Context: an optimization exercise on an open-source flow, tuned for small area, a short achievable clock period and few clock cycles. The choices shown serve that exercise and are no tape-out recipe. The RTL was checked by simulation tests, not by an equivalence proof against the original design. No activity file was given, so power comes from the tool's default toggle rates.

## v25
==> flow/design.v <==
`timescale 1ns / 1ps
module cpu(
    input wire sysclk,
    input wire cpu_resetn,
    output wire [31:0] imem_addr,
    input wire [31:0] imem_rdata,
    output wire [31:0] dmem_addr,
    input wire [31:0] dmem_rdata,
    output wire dmem_we,
    output wire [3:0] dmem_wmask,
    output wire [31:0] dmem_wdata
    );
    reg [31:2] pc;               
    reg        fix;              
    reg        fix_inc;          
    reg        x_wr;             
    reg        x_load;
    reg        x_store;
    reg        x_jump;           
    reg        x_br;             
    reg        x_binv;           
    reg        x_alu;            
    reg        x_sub;
    reg        x_sra;
    reg        x_xpc;            
    reg        x_xrs;            
    reg        x_yimm;           
    reg        x_cimm;           
    reg        x_fwd1, x_fwd2;   
    reg [2:0]  x_f3;
    reg [4:0]  x_rd;
    reg [31:0] x_rs1v, x_rs2v, x_imm;
    reg [31:2] x_pc;
    reg        m_wr;
    reg        m_load;
    reg [2:0]  m_f3;
    reg [4:0]  m_rd;
    reg [31:0] m_res;
    reg        m_we;
    reg [3:0]  m_wmask;
    reg [31:0] m_wdata;
    assign imem_addr  = {pc, 2'b00};
    assign dmem_addr  = m_res;
    assign dmem_we    = m_we;
    assign dmem_wmask = m_wmask;
    assign dmem_wdata = m_wdata;
    wire [31:0] word = dmem_rdata;
    wire [15:0] half = m_res[1] ? word[31:16] : word[15:0];
    wire [7:0]  bytev = m_res[0] ? half[15:8] : half[7:0];
    wire [31:0] ldata = m_f3[1] ? word :
                        m_f3[0] ? {{16{~m_f3[2] & half[15]}}, half} :
                                  {{24{~m_f3[2] & bytev[7]}}, bytev};
    wire [31:0] wdat = m_load ? ldata : m_res;
    wire [31:0] ir = imem_rdata;
    wire [4:0] rs1 = ir[19:15];
    wire [4:0] rs2 = ir[24:20];
    wire [4:0] rd  = ir[11:7];
    wire [31:0] rf_q [0:31];
    assign rf_q[0] = 32'h0;
    genvar gi;
    generate
        for (gi = 1; gi < 32; gi = gi + 1) begin : g_rf
            reg [31:0] r;
            always @(posedge sysclk)
                if (m_wr && m_rd == gi) r <= wdat;
            assign rf_q[gi] = r;
        end
    endgenerate
    reg [31:0] rd1, rd2;
    integer k;
    always @(*) begin
        rd1 = 32'h0;
        rd2 = 32'h0;
        for (k = 1; k < 32; k = k + 1) begin
            rd1 = rd1 | ({32{rs1 == k}} & rf_q[k]);
            rd2 = rd2 | ({32{rs2 == k}} & rf_q[k]);
        end
    end
    wire byp1 = m_wr && (m_rd == rs1);
    wire byp2 = m_wr && (m_rd == rs2);
    wire [31:0] rs1_val = byp1 ? wdat : rd1;
    wire [31:0] rs2_val = byp2 ? wdat : rd2;
    wire [4:0] op = ir[6:2];
    wire [2:0] f3 = ir[14:12];
    wire op_lui   = (op == 5'b01101);
    wire op_auipc = (op == 5'b00101);
    wire op_jal   = (op == 5'b11011);
    wire op_jalr  = (op == 5'b11001);
    wire op_br    = (op == 5'b11000);
    wire op_load  = (op == 5'b00000);
    wire op_store = (op == 5'b01000);
    wire op_imm   = (op == 5'b00100);
    wire op_reg   = (op == 5'b01100);
    wire use_rs1 = ~(op_lui | op_auipc | op_jal);
    wire use_rs2 = op_br | op_store | op_reg;
    wire writes  = (op_lui | op_auipc | op_jal | op_jalr | op_load | op_imm | op_reg) && (rd != 5'd0);
    wire [31:0] imm_i = {{20{ir[31]}}, ir[31:20]};
    wire [31:0] imm_s = {{20{ir[31]}}, ir[31:25], ir[11:7]};
    wire [31:0] imm_b = {{20{ir[31]}}, ir[7], ir[30:25], ir[11:8], 1'b0};
    wire [31:0] imm_u = {ir[31:12], 12'h000};
    wire [31:0] imm_j = {{12{ir[31]}}, ir[19:12], ir[20], ir[30:21], 1'b0};
    wire bpred = op_br & ir[31] & ir[30] & ir[7];
    wire jpred = op_jal & ~ir[31] & ~ir[30] & ~ir[20] & (ir[19:12] == 8'h00);
    wire fpred = bpred | jpred;
    wire [8:0]  blo = {1'b0, pc[9:2]} + {1'b0, ir[29:25], ir[3] ? ir[24:22] : ir[11:9]};
    wire [31:2] btgt = {pc[31:10], blo[7:0]};
    wire [31:10] pchfix = fix_inc ? pc[31:10] + 22'd1 : pc[31:10] - 22'd1;
    wire [31:0] imm = fpred ? 32'd4 :
                      (op_lui | op_auipc) ? imm_u :
                      op_jal   ? imm_j :
                      op_br    ? imm_b :
                      op_store ? imm_s : imm_i;
    wire [31:0] xa = x_fwd1 ? m_res : x_rs1v;    
    wire [31:0] xb = x_fwd2 ? m_res : x_rs2v;    
    wire [31:0] opx = ({32{x_xrs}} & xa) | ({32{x_xpc}} & {x_pc, 2'b00});
    wire [31:0] opy = x_yimm ? x_imm : xb;
    wire [31:0] sum = opx + (opy ^ {32{x_sub}}) + {31'h0, x_sub};
    wire [31:0] cb = x_cimm ? x_imm : xb;
    wire eq  = (xa == cb);
    wire ltu = (xa < cb);
    wire lt  = (xa[31] ^ cb[31]) ? xa[31] : ltu;
    wire [4:0] sh = opy[4:0];
    wire left = ~x_f3[2];
    function [31:0] rev32;
        input [31:0] v;
        integer i;
        for (i = 0; i < 32; i = i + 1) rev32[i] = v[31 - i];
    endfunction
    wire [31:0] shin = left ? rev32(xa) : xa;
    wire fill = x_sra & xa[31] & ~left;
    wire [63:0] shx = {{32{fill}}, shin} >> sh;
    wire [31:0] shout = left ? rev32(shx[31:0]) : shx[31:0];
    reg [31:0] alu_res;
    always @(*) begin
        case (x_f3)
            3'b000: alu_res = sum;
            3'b001: alu_res = shout;
            3'b010: alu_res = {31'h0, lt};
            3'b011: alu_res = {31'h0, ltu};
            3'b100: alu_res = xa ^ opy;
            3'b101: alu_res = shout;
            3'b110: alu_res = xa | opy;
            default: alu_res = xa & opy;
        endcase
    end
    wire [31:0] x_result = x_alu ? alu_res : x_jump ? {pc, 2'b00} : sum;
    wire bcond = x_f3[2] ? (x_f3[1] ? ltu : lt) : eq;
    wire redirect = x_jump | (x_br & (bcond ^ x_binv));
    wire stall = x_load & x_wr & ((use_rs1 & (rs1 == x_rd)) | (use_rs2 & (rs2 == x_rd)));
    wire bubble = redirect | fix | stall;
    wire [3:0] smask = x_f3[1] ? 4'b1111 :
                       x_f3[0] ? (sum[1] ? 4'b1100 : 4'b0011) :
                                 (4'b0001 << sum[1:0]);
    wire [31:0] sdata = x_f3[1] ? xb :
                        x_f3[0] ? {2{xb[15:0]}} : {4{xb[7:0]}};
    always @(posedge sysclk or negedge cpu_resetn) begin
        if (!cpu_resetn) begin
            pc <= 30'h00002000;
            fix <= 1'b0;
            fix_inc <= 1'b0;
            x_wr <= 1'b0;
            x_load <= 1'b0;
            x_store <= 1'b0;
            x_jump <= 1'b0;
            x_br <= 1'b0;
            m_wr <= 1'b0;
            m_we <= 1'b0;
        end else begin
            if (redirect) pc <= sum[31:2];
            else if (fix) pc <= {pchfix, pc[9:2]};
            else if (stall) pc <= pc;
            else if (fpred) pc <= btgt;
            else pc <= pc + 30'd1;
            fix <= ~redirect & ~fix & ~stall & fpred & (blo[8] ^ ~ir[3]);
            fix_inc <= ir[3];
            x_wr    <= ~bubble & writes;
            x_load  <= ~bubble & op_load;
            x_store <= ~bubble & op_store;
            x_jump  <= ~bubble & (op_jalr | (op_jal & ~jpred));
            x_br    <= ~bubble & op_br;
            m_wr <= x_wr;
            m_we <= x_store;
        end
    end
    always @(posedge sysclk) begin
        x_alu  <= op_imm | op_reg;
        x_sub  <= op_reg & ir[30] & (f3 == 3'b000);
        x_sra  <= ir[30];
        x_binv <= f3[0] ^ bpred;
        x_xpc  <= op_auipc | op_jal | op_br;
        x_xrs  <= ~(op_lui | op_auipc | op_jal | op_br);
        x_yimm <= ~op_reg;
        x_cimm <= op_imm;
        x_fwd1 <= x_wr & (rs1 == x_rd);
        x_fwd2 <= x_wr & (rs2 == x_rd);
        x_f3   <= f3;
        x_rd   <= rd;
        x_rs1v <= rs1_val;
        x_rs2v <= rs2_val;
        x_imm  <= imm;
        x_pc   <= pc;
        m_load  <= x_load;
        m_f3    <= x_f3;
        m_rd    <= x_rd;
        m_res   <= x_result;
        m_wmask <= smask;
        m_wdata <= sdata;
    end
endmodule
clock: 12.0 ns
lec_check: 0
cap_margin: 20
core_margin: 2
core_utilization: 35
place_density: 0.5
slew_margin: 20
standard.sh (not shown) runs the stock make flow with config.mk's settings and CLKGATE_MAP_FILE= SYNTH_SCRIPT=/design/flow/synth_recipe.tcl, a recipe that flattens the netlist after the stock synthesis.
==> flow/flow/run.sh <==
#!/bin/bash
# Standard ORFS layout (the standard.sh, unchanged synthesis), with the
# timing repair asked to leave extra setup slack so that the layout is
# optimised for speed, not merely to meet the 12 ns constraint, and a
# sparser placement for faster detailed routing.
set -euo pipefail
bash standard.sh SETUP_SLACK_MARGIN=8.0 CORE_UTILIZATION=35 PLACE_DENSITY=0.5 finish > standard.log 2>&1
v25 reached the final stage; the timing, design-rule and antenna checks on its layout passed.
Testbench counts of v25, summed over its fixed seeds: cycles 90,631.
For v15, these inputs were changed with respect to v25:
==> flow/flow/run.sh <==
#!/bin/bash
# Standard ORFS layout (the standard.sh, unchanged synthesis), with the
# timing repair asked to leave extra setup slack so that the layout is
# optimised for speed, not merely to meet the 12 ns constraint, a sparser
# placement for faster detailed routing, and larger clock-tree sink
# clusters (fewer clock buffers).
set -euo pipefail
bash standard.sh SETUP_SLACK_MARGIN=8.0 CORE_UTILIZATION=35 PLACE_DENSITY=0.5 \
    CTS_CLUSTER_SIZE=30 CTS_CLUSTER_DIAMETER=80 finish > standard.log 2>&1
### Flow results
The setup slack after layout of v15 is lower than that of v25. Relative to v25, met1 wire length decreased by 0.35% in v15. Sort v25 and v15 by headroom to the max-slew limit desc -> top: v15. Part of the total power dissipated in combinational logic was higher in the run labelled v15. Sort v25 and v15 by slack of the worst reg-to-reg path desc -> top: v25. v15 — total design power 9.1% lower, v25 as reference.

-- what the ideal ports hide --
Ports are ideal in the flow. The routed layouts listed here were re-timed in OpenROAD.
Step 1 assumes that a clkbuf_16 drives the clock port and a buf_2 every other input.
Step 2 times the ports against the registers' clock, not the clock port: input delays grow and output delays shrink by t, the midpoint of the rising clock arrivals with the driver on.
a / b / c = no drivers / after step 1 / after step 2; a / b = the first two.
run | shift t [ns] | setup slack, ns | hold WS [ns] | worst setup path after step 2 | worst slew at a driven data input, ns
v25 | 0.876 | 7.896 / 7.826 / 6.950 | 0.358 / 0.358 / 0.358 | input to register | 0.25
v15 | 0.837 | 7.845 / 7.718 / 6.881 | 0.366 / 0.366 / 0.366 | input to register | 0.26
After both steps setup and hold are still met in every run listed. For v15, which loses most, drivers alone change the setup slack by -0.127 ns; drivers and shift together by -0.964 ns.
